This design comes from an exercise in tuning for small area and a short achievable clock period on the open sky130 flow, not from production work.
Function was checked by simulation only, so behaviour that the tests miss may differ from the original.
No driver is modelled on the clock port, so clock power and skew are understated where the tree is cut down; a real chip needs a root buffer or a tree.

## build 76
==> flow/design.v <==
module reservation_station #(
    parameter RS_SIZE = 8,
    parameter PR_BITS = 6,
    parameter ROB_SIZE = 16,
    parameter ROB_BITS = $clog2(ROB_SIZE)
)(
    input  logic clk,
    input  logic rst,
    input  logic                  dispatch_en,
    input  logic [PR_BITS-1:0]    src1,
    input  logic [PR_BITS-1:0]    src2,
    input  logic [PR_BITS-1:0]    dst,
    input  logic                  src1_ready,
    input  logic                  src2_ready,
    input  logic                  use_imm,
    input  logic [31:0]           imm,
    input  logic [ROB_BITS-1:0]   alloc_rob_idx,
    input  logic                  dispatch_is_branch,
    input  logic [31:0]           dispatch_pc,
    input logic [1:0] dispatch_br_type,
    input  logic                  wb_valid,
    input  logic [PR_BITS-1:0]    wb_phys,
    input  logic                  issue_grant,
    output logic [1:0] issue_br_type,
    output logic                  issue_valid,
    output logic [PR_BITS-1:0]    issue_src1,
    output logic [PR_BITS-1:0]    issue_src2,
    output logic [PR_BITS-1:0]    issue_dst,
    output logic                  issue_use_imm,
    output logic [31:0]           issue_imm,
    output logic                  issue_is_branch,
    output logic [31:0]           issue_pc,
    output logic [ROB_BITS-1:0]   issue_rob_idx,
    output logic [$clog2(RS_SIZE)-1:0] issue_idx,
    output logic                  rs_full
);
    localparam int W = 3*PR_BITS + 1 + 32 + ROB_BITS + 1 + 32 + 2;
    localparam int NSEL = 4;
    logic [W-1:0] din;
    assign din = {src1, src2, dst, use_imm, imm, alloc_rob_idx,
                  dispatch_is_branch, dispatch_pc, dispatch_br_type};
    logic [RS_SIZE-1:0] rs_valid;
    logic [RS_SIZE-1:0] rs_rdy1;    
    logic [RS_SIZE-1:0] rs_rdy2;
    logic [W-1:0]       rs_data [RS_SIZE];
    logic [RS_SIZE-1:0] sel_q [NSEL];
    logic [RS_SIZE-1:0] sel;
    assign sel = sel_q[0];
    logic       valid_q, full_q;
    logic [2:0] idx_q;
    always_ff @(posedge clk) begin
        for (int i = 0; i < RS_SIZE; i++)
            if (!rs_valid[i])
                rs_data[i] <= din;
    end
    logic [RS_SIZE-1:0] free_oh, free_below;
    always_comb begin
        logic all_lower;
        all_lower = 1'b1;
        for (int i = 0; i < RS_SIZE; i++) begin
            free_oh[i]    = !rs_valid[i] && all_lower;
            free_below[i] = !all_lower;
            all_lower     = all_lower && rs_valid[i];
        end
    end
    logic disp_ok, rdy1_in, rdy2_in, disp_rdy;
    assign disp_ok  = dispatch_en && (dst != '0);
    assign rdy1_in  = src1_ready || (src1 == '0);
    assign rdy2_in  = src2_ready || (src2 == '0);
    assign disp_rdy = disp_ok && rdy1_in && rdy2_in;
    logic [RS_SIZE-1:0] keep, ok1, ok2, valid_n, rdy1_n, rdy2_n;
    always_comb begin
        for (int i = 0; i < RS_SIZE; i++) begin
            ok1[i]     = rs_rdy1[i] || (wb_valid && rs_data[i][W-1 -: PR_BITS] == wb_phys);
            ok2[i]     = rs_rdy2[i] || (wb_valid && rs_data[i][W-1-PR_BITS -: PR_BITS] == wb_phys);
            keep[i]    = rs_valid[i] && !(issue_grant && sel[i]);
            valid_n[i] = keep[i] || (disp_ok && free_oh[i]);
            rdy1_n[i]  = rs_valid[i] ? ok1[i] : rdy1_in;
            rdy2_n[i]  = rs_valid[i] ? ok2[i] : rdy2_in;
        end
    end
    function automatic logic lower_below(input logic [RS_SIZE-1:0] v, input int n);
        lower_below = 1'b0;
        for (int j = 0; j < RS_SIZE; j++)
            if (j < n) lower_below = lower_below || v[j];
    endfunction
    logic [RS_SIZE-1:0] sel_n [NSEL];
    logic [RS_SIZE-1:0] r0, prio_n, prio_d;
    always_comb begin
        logic [RS_SIZE-1:0] r, rd, pn, pd;
        logic lower_n, lower_d;
        for (int k = 0; k < NSEL; k++) begin
            for (int i = 0; i < RS_SIZE; i++) begin
                case (k % 3)
                    0:       r[i] = (keep[i] && ok1[i]) && ok2[i];
                    1:       r[i] = keep[i] && (ok1[i] && ok2[i]);
                    default: r[i] = (keep[i] && ok2[i]) && ok1[i];
                endcase
                rd[i] = r[i] || free_oh[i];
            end
            lower_n = 1'b0;
            lower_d = 1'b0;
            for (int i = 0; i < RS_SIZE; i++) begin
                pn[i] = r[i] && !lower_n;
                pd[i] = rd[i] && !lower_d;
                lower_n = lower_n || r[i];
                lower_d = lower_d || rd[i];
            end
            if (k < 3)
                sel_n[k] = disp_rdy ? pd : pn;
            else
                for (int i = 0; i < RS_SIZE; i++)
                    sel_n[k][i] = (pn[i] && !(disp_rdy && free_below[i])) ||
                                  (disp_rdy && free_oh[i] && (pn[i] || !lower_below(r, i)));
            if (k == 0) begin
                r0     = r;
                prio_n = pn;
                prio_d = pd;
            end
        end
    end
    logic       valid_nq;
    logic [2:0] idx_nq;
    always_comb begin
        logic [2:0] en, ed;
        en = '0;
        ed = '0;
        for (int i = 0; i < RS_SIZE; i++) begin
            en = en | ({3{prio_n[i]}} & 3'(i));
            ed = ed | ({3{prio_d[i]}} & 3'(i));
        end
        valid_nq = disp_rdy ? ((|r0) || !(&rs_valid)) : (|r0);
        idx_nq   = disp_rdy ? ed : en;
    end
    always_ff @(posedge clk or posedge rst) begin
        if (rst) begin
            rs_valid <= '0;
            for (int k = 0; k < NSEL; k++) sel_q[k] <= '0;
            valid_q  <= 1'b0;
            idx_q    <= '0;
            full_q   <= 1'b0;
        end else begin
            rs_valid <= valid_n;
            for (int k = 0; k < NSEL; k++) sel_q[k] <= sel_n[k];
            valid_q  <= valid_nq;
            idx_q    <= idx_nq;
            full_q   <= &valid_n;
        end
    end
    always_ff @(posedge clk) begin
        rs_rdy1 <= rdy1_n;
        rs_rdy2 <= rdy2_n;
    end
    logic [W-1:0] dout;
    always_comb begin
        dout = '0;
        for (int i = 0; i < RS_SIZE; i++)
            for (int b = 0; b < W; b++)
                dout[b] = dout[b] | (sel_q[b % NSEL][i] & rs_data[i][b]);
    end
    assign {issue_src1, issue_src2, issue_dst, issue_use_imm, issue_imm, issue_rob_idx,
            issue_is_branch, issue_pc, issue_br_type} = dout;
    assign issue_valid = valid_q;
    assign issue_idx   = idx_q;
    assign rs_full     = full_q;
endmodule
clock: 4.5 ns
lec_check: 0
cap_margin: 20
core_margin: 2
core_utilization: 65
place_density: 0.75
setup_slack_margin: 2.0
slew_margin: 20
tns_end_percent: 5
standard.sh (not shown) runs the stock make flow with config.mk's settings and CLKGATE_MAP_FILE= SYNTH_SCRIPT=/design/flow/synth_recipe.tcl, a recipe that flattens the netlist after the stock synthesis.
==> flow/flow/run.sh <==
#!/bin/bash
# Standard ORFS layout, with plain buffers on the ports instead of the
# delay-cell buffers that buffer_ports picks by default, extra settings from
# flow/extra.mk, and flow/post_cts.tcl run at the end of CTS.
set -euo pipefail
EXTRA=()
[[ -f flow/extra.mk ]] && while IFS= read -r l; do [[ -n "$l" ]] && EXTRA+=("$l"); done < flow/extra.mk
bash standard.sh "BUFFER_PORTS_ARGS=-buffer_cell sky130_fd_sc_hd__buf_1" "POST_CTS_TCL=$PWD/flow/post_cts.tcl" "${EXTRA[@]}" finish > flow_standard.log 2>&1
Other scripts of this flow, unchanged in this note and not shown: flow/flow/extra.mk, flow/flow/post_cts.tcl
Setup changes, build 76 to trial 7
--- a/flow/design.v
+++ b/flow/design.v
@@ -43,14 +43,12 @@
     logic [RS_SIZE-1:0] rs_rdy1;    
     logic [RS_SIZE-1:0] rs_rdy2;
     logic [W-1:0]       rs_data [RS_SIZE];
     logic [RS_SIZE-1:0] sel_q [NSEL];
     logic [RS_SIZE-1:0] sel;
     assign sel = sel_q[0];
-    logic       valid_q, full_q;
-    logic [2:0] idx_q;
     always_ff @(posedge clk) begin
         for (int i = 0; i < RS_SIZE; i++)
             if (!rs_valid[i])
                 rs_data[i] <= din;
     end
     logic [RS_SIZE-1:0] free_oh, free_below;
@@ -82,13 +80,12 @@
     function automatic logic lower_below(input logic [RS_SIZE-1:0] v, input int n);
         lower_below = 1'b0;
         for (int j = 0; j < RS_SIZE; j++)
             if (j < n) lower_below = lower_below || v[j];
     endfunction
     logic [RS_SIZE-1:0] sel_n [NSEL];
-    logic [RS_SIZE-1:0] r0, prio_n, prio_d;
     always_comb begin
         logic [RS_SIZE-1:0] r, rd, pn, pd;
         logic lower_n, lower_d;
         for (int k = 0; k < NSEL; k++) begin
             for (int i = 0; i < RS_SIZE; i++) begin
                 case (k % 3)
@@ -109,45 +106,21 @@
             if (k < 3)
                 sel_n[k] = disp_rdy ? pd : pn;
             else
                 for (int i = 0; i < RS_SIZE; i++)
                     sel_n[k][i] = (pn[i] && !(disp_rdy && free_below[i])) ||
                                   (disp_rdy && free_oh[i] && (pn[i] || !lower_below(r, i)));
-            if (k == 0) begin
-                r0     = r;
-                prio_n = pn;
-                prio_d = pd;
-            end
         end
-    end
-    logic       valid_nq;
-    logic [2:0] idx_nq;
-    always_comb begin
-        logic [2:0] en, ed;
-        en = '0;
-        ed = '0;
-        for (int i = 0; i < RS_SIZE; i++) begin
-            en = en | ({3{prio_n[i]}} & 3'(i));
-            ed = ed | ({3{prio_d[i]}} & 3'(i));
-        end
-        valid_nq = disp_rdy ? ((|r0) || !(&rs_valid)) : (|r0);
-        idx_nq   = disp_rdy ? ed : en;
     end
     always_ff @(posedge clk or posedge rst) begin
         if (rst) begin
             rs_valid <= '0;
             for (int k = 0; k < NSEL; k++) sel_q[k] <= '0;
-            valid_q  <= 1'b0;
-            idx_q    <= '0;
-            full_q   <= 1'b0;
         end else begin
             rs_valid <= valid_n;
             for (int k = 0; k < NSEL; k++) sel_q[k] <= sel_n[k];
-            valid_q  <= valid_nq;
-            idx_q    <= idx_nq;
-            full_q   <= &valid_n;
         end
     end
     always_ff @(posedge clk) begin
         rs_rdy1 <= rdy1_n;
         rs_rdy2 <= rdy2_n;
     end
@@ -157,10 +130,12 @@
         for (int i = 0; i < RS_SIZE; i++)
             for (int b = 0; b < W; b++)
                 dout[b] = dout[b] | (sel_q[b % NSEL][i] & rs_data[i][b]);
     end
     assign {issue_src1, issue_src2, issue_dst, issue_use_imm, issue_imm, issue_rob_idx,
             issue_is_branch, issue_pc, issue_br_type} = dout;
-    assign issue_valid = valid_q;
-    assign issue_idx   = idx_q;
-    assign rs_full     = full_q;
+    assign issue_valid = |sel_q[3];
+    assign issue_idx   = {sel_q[2][4] | sel_q[2][5] | sel_q[2][6] | sel_q[2][7],
+                          sel_q[1][2] | sel_q[1][3] | sel_q[1][6] | sel_q[1][7],
+                          sel_q[0][1] | sel_q[0][3] | sel_q[0][5] | sel_q[0][7]};
+    assign rs_full     = &rs_valid;
 endmodule
[summary]
Build 76 → trial 7: synthesized flop and latch total decreased about 0.64%; sequential fraction of total cell area increased 1.4 points; number of global-route vias before repair decreased 355. ~same via density per instance in build 76 and trial 7. Relative to build 76, final standard cell utilization of the core has decreased by 1.6 points in trial 7. As far as global-route usage is concerned, build 76 and trial 7 perform about the same. Total clock sinks | trial 7 below build 76. As far as number of instances on the worst hold path is concerned, build 76 and trial 7 perform about the same. Looking only at largest net degree at the start of global routing, and setting everything else aside, the higher value of build 76 and trial 7 goes to trial 7.

[re-timing with driven ports]
Ports are ideal in the flow. The routed layouts listed here were re-timed in OpenROAD.
Step 1, drivers: a clkbuf_16 drives clk and a buf_2 each remaining input, both assumed.
Step 2 times the ports against the registers' clock, not the clock port: input delays grow and output delays shrink by t, the midpoint of the rising clock arrivals with the driver on.
Slacks: ideal ports / drivers / drivers and shift; pairs: ideal ports / drivers.
run	shift t [ns]	setup WS [ns]	worst setup path at the end	pins driven straight from the clock port
build 76	0.500	1.888 / 1.780 / 1.461	input to register	4
trial 7	0.504	1.888 / 1.774 / 1.451	input to register	4
After both steps every run listed still meets setup and hold. For trial 7, which loses most, drivers alone change the setup slack by -0.114 ns; drivers and shift together by -0.437 ns.
